Source: an optimization exercise on an open RTL-to-GDS flow (aim: small area, a short achievable clock period and few clock cycles per item). Production flows keep margins and buffers that such runs may drop.
The RTL was checked by simulation tests, not by an equivalence proof against the original design.
Power and IR drop assume default switching activity.

==> module Life_Ctl, before the edit <==
module Life_Ctl (Reset, RD, WR, A0, run, gz, ld, st, hd);
  input  Reset, RD, WR, A0, run, gz;
  output ld, st, hd;
  wire shift = (RD | WR) & ~A0;                
  wire step  = run | (WR & A0 & gz);           
  assign ld = ~Reset & shift;
  assign st = ~Reset & ~shift & step;
  assign hd = ~Reset & ~shift & ~step;
endmodule
==> module Life_Main, before the edit <==
module Life_Main (Clk, Reset, RD, WR, Addr, DataIn, DataOut);
  input         Clk, Reset, RD, WR;
  input  [14:0] Addr;
  input  [31:0] DataIn;
  output [31:0] DataOut;
  reg  [6:0]  count;           
  reg         run;             
  wire        gz  = |DataIn[6:0];
  wire [63:0] row  [0:15];     
  wire [63:0] sin  [0:15];     
  genvar r, x;
  generate
    for (r = 0; r < 16; r = r + 1) begin : R
      reg  [63:0] q;
      wire        ld, st, hd;  
      Life_Ctl ctl (.Reset(Reset), .RD(RD), .WR(WR), .A0(Addr[0]), .run(run), .gz(gz),
                    .ld(ld), .st(st), .hd(hd));
      wire [63:0] d;
      wire [63:0] a, b;        
      for (x = 0; x < 64; x = x + 1) begin : C
        if (r == 0) begin : T
          Life_HA v (.a(q[x]), .b(row[1][x]), .s(a[x]), .co(b[x]));
        end else if (r == 15) begin : B
          Life_HA v (.a(row[14][x]), .b(q[x]), .s(a[x]), .co(b[x]));
        end else begin : M
          Life_FA v (.a(row[r-1][x]), .b(q[x]), .c(row[r+1][x]), .s(a[x]), .co(b[x]));
        end
      end
      for (x = 0; x < 64; x = x + 2) begin : P
        wire sa, sb, kb;
        Life_Pair p (.a0(a[x]), .b0(b[x]), .a1(a[x+1]), .b1(b[x+1]), .sa(sa), .sb(sb), .kb(kb));
        if (x == 0) begin : E0
          Life_NextE n0 (.sa(sa), .sb(sb), .kb(kb), .c(q[x]),
                         .sin(sin[r][x]), .ld(ld), .st(st), .hd(hd), .d(d[x]));
        end else begin : N0
          Life_Next n0 (.sa(sa), .sb(sb), .kb(kb), .ao(a[x-1]), .bo(b[x-1]), .c(q[x]),
                        .sin(sin[r][x]), .ld(ld), .st(st), .hd(hd), .d(d[x]));
        end
        if (x == 62) begin : E1
          Life_NextE n1 (.sa(sa), .sb(sb), .kb(kb), .c(q[x+1]),
                         .sin(sin[r][x+1]), .ld(ld), .st(st), .hd(hd), .d(d[x+1]));
        end else begin : N1
          Life_Next n1 (.sa(sa), .sb(sb), .kb(kb), .ao(a[x+2]), .bo(b[x+2]), .c(q[x+1]),
                        .sin(sin[r][x+1]), .ld(ld), .st(st), .hd(hd), .d(d[x+1]));
        end
      end
      assign row[r] = q;
      always @(posedge Clk) q <= d;
    end
    for (r = 0; r < 15; r = r + 1) begin : S
      assign sin[r] = row[r + 1];
    end
  endgenerate
  assign sin[15] = {row[0][31:0], WR ? DataIn : 32'd0};
  always @(posedge Clk) begin
    if (Reset) begin
      count <= 7'd0;
      run   <= 1'b0;
    end else if (WR & Addr[0]) begin
      count <= gz ? DataIn[6:0] - 7'd1 : 7'd0;
      run   <= gz & (DataIn[6:1] != 6'd0);
    end else if (run) begin
      count <= count - 7'd1;
      run   <= count != 7'd1;
    end
  end
  assign DataOut = {32{run}} | ({32{~Addr[0]}} & row[0][63:32]);
endmodule
Settings: LEC_CHECK=0, CAP_MARGIN=20, CORE_MARGIN=2, CORE_UTILIZATION=40, SETUP_SLACK_MARGIN=2.4, SLEW_MARGIN=20, SYNTH_HIERARCHICAL=1; clock period 5.0 ns.
run.sh (not shown) runs the stock make flow with config.mk's settings and CLKGATE_MAP_FILE= SYNTH_SCRIPT=/design/flow/synth_recipe.tcl, a recipe that flattens the netlist after the stock synthesis.
Testbench counts at the start, summed over its fixed seeds: cycles 17,057, items 128.
Rerun with:
--- a/flow/design.v
+++ b/flow/design.v
@@ -7,19 +7,10 @@
 module Life_HA (a, b, s, co);
   input  a, b;
   output s, co;
   assign s  = a ^ b;
   assign co = a & b;
-endmodule
-module Life_Ctl (Reset, RD, WR, A0, run, gz, ld, st, hd);
-  input  Reset, RD, WR, A0, run, gz;
-  output ld, st, hd;
-  wire shift = (RD | WR) & ~A0;                
-  wire step  = run | (WR & A0 & gz);           
-  assign ld = ~Reset & shift;
-  assign st = ~Reset & ~shift & step;
-  assign hd = ~Reset & ~shift & ~step;
 endmodule
 module Life_Pair (a0, b0, a1, b1, sa, sb, kb);
   input  a0, b0, a1, b1;
   output sa, sb, kb;
   wire   ka;
@@ -100,21 +91,22 @@
   input         Clk, Reset, RD, WR;
   input  [14:0] Addr;
   input  [31:0] DataIn;
   output [31:0] DataOut;
   reg  [6:0]  count;           
-  reg         run;             
-  wire        gz  = |DataIn[6:0];
+  wire        run   = |count;
+  wire        shift = (RD | WR) & ~Addr[0];
+  wire        go    = WR & Addr[0] & (|DataIn[6:0]);
+  wire        ld = ~Reset & shift;
+  wire        st = ~Reset & ~shift & (run | go);
+  wire        hd = ~Reset & ~shift & ~(run | go);
   wire [63:0] row  [0:15];     
   wire [63:0] sin  [0:15];     
   genvar r, x;
   generate
     for (r = 0; r < 16; r = r + 1) begin : R
       reg  [63:0] q;
-      wire        ld, st, hd;  
-      Life_Ctl ctl (.Reset(Reset), .RD(RD), .WR(WR), .A0(Addr[0]), .run(run), .gz(gz),
-                    .ld(ld), .st(st), .hd(hd));
       wire [63:0] d;
       wire [63:0] a, b;        
       for (x = 0; x < 64; x = x + 1) begin : C
         if (r == 0) begin : T
           Life_HA v (.a(q[x]), .b(row[1][x]), .s(a[x]), .co(b[x]));
@@ -149,18 +141,14 @@
       assign sin[r] = row[r + 1];
     end
   endgenerate
   assign sin[15] = {row[0][31:0], WR ? DataIn : 32'd0};
   always @(posedge Clk) begin
-    if (Reset) begin
+    if (Reset)
       count <= 7'd0;
-      run   <= 1'b0;
-    end else if (WR & Addr[0]) begin
-      count <= gz ? DataIn[6:0] - 7'd1 : 7'd0;
-      run   <= gz & (DataIn[6:1] != 6'd0);
-    end else if (run) begin
+    else if (WR & Addr[0])
+      count <= go ? DataIn[6:0] - 7'd1 : 7'd0;
+    else if (run)
       count <= count - 7'd1;
-      run   <= count != 7'd1;
-    end
   end
-  assign DataOut = {32{run}} | ({32{~Addr[0]}} & row[0][63:32]);
+  assign DataOut = Addr[0] ? {25'd0, count} : row[0][63:32];
 endmodule
Via count goes down by 4.5%.
Critical path depth is lower by 4.
Power grows by 10%.
Cell area went down by 2.4%.
Routed wire length shrinks by 14%.
Worst hold slack got worse by 14 ps.
Combinational power increases by 120%.
Utilization went down by 0.72 points.
Maximum frequency came out higher by 9.8%.
First-iteration DRC count falls by 22%.
Count of clock-buffer cells in the layout climbs by 1.
Final cell count drops by 1.2%.
Setup slack improves by 260 ps.
Testbench counts after the change, summed over its fixed seeds: cycles 17,057, items 128.

==> afterwards: timing with drivers on the ports <==
In the flow no input, the clock included, has a driving cell. The finished layouts below were timed again as built, in two steps. Step 1: set_driving_cell puts a clkbuf_16 on Clk and a buf_2 on each other input, an assumption about the parent block. Step 2, shift: input delay + t, output delay - t, t = (earliest + latest rising clock arrival at the registers) / 2. This alone moves slack from input paths to output paths. Three values: no drivers, after step 1, after step 2; two values: the first two.
run | t (ns) | slack for setup (ns) | slew at the worst register clock pin (ns)
the first run | 0.942 | 2.047 / 1.956 / 1.441 | 0.06 / 0.06
the second run | 0.927 | 2.310 / 2.066 / 1.523 | 0.06 / 0.06
After both steps every run listed still meets setup and hold. The setup slack of the second run, which loses most, moves by -0.244 ns with the drivers and by -0.787 ns with both steps.
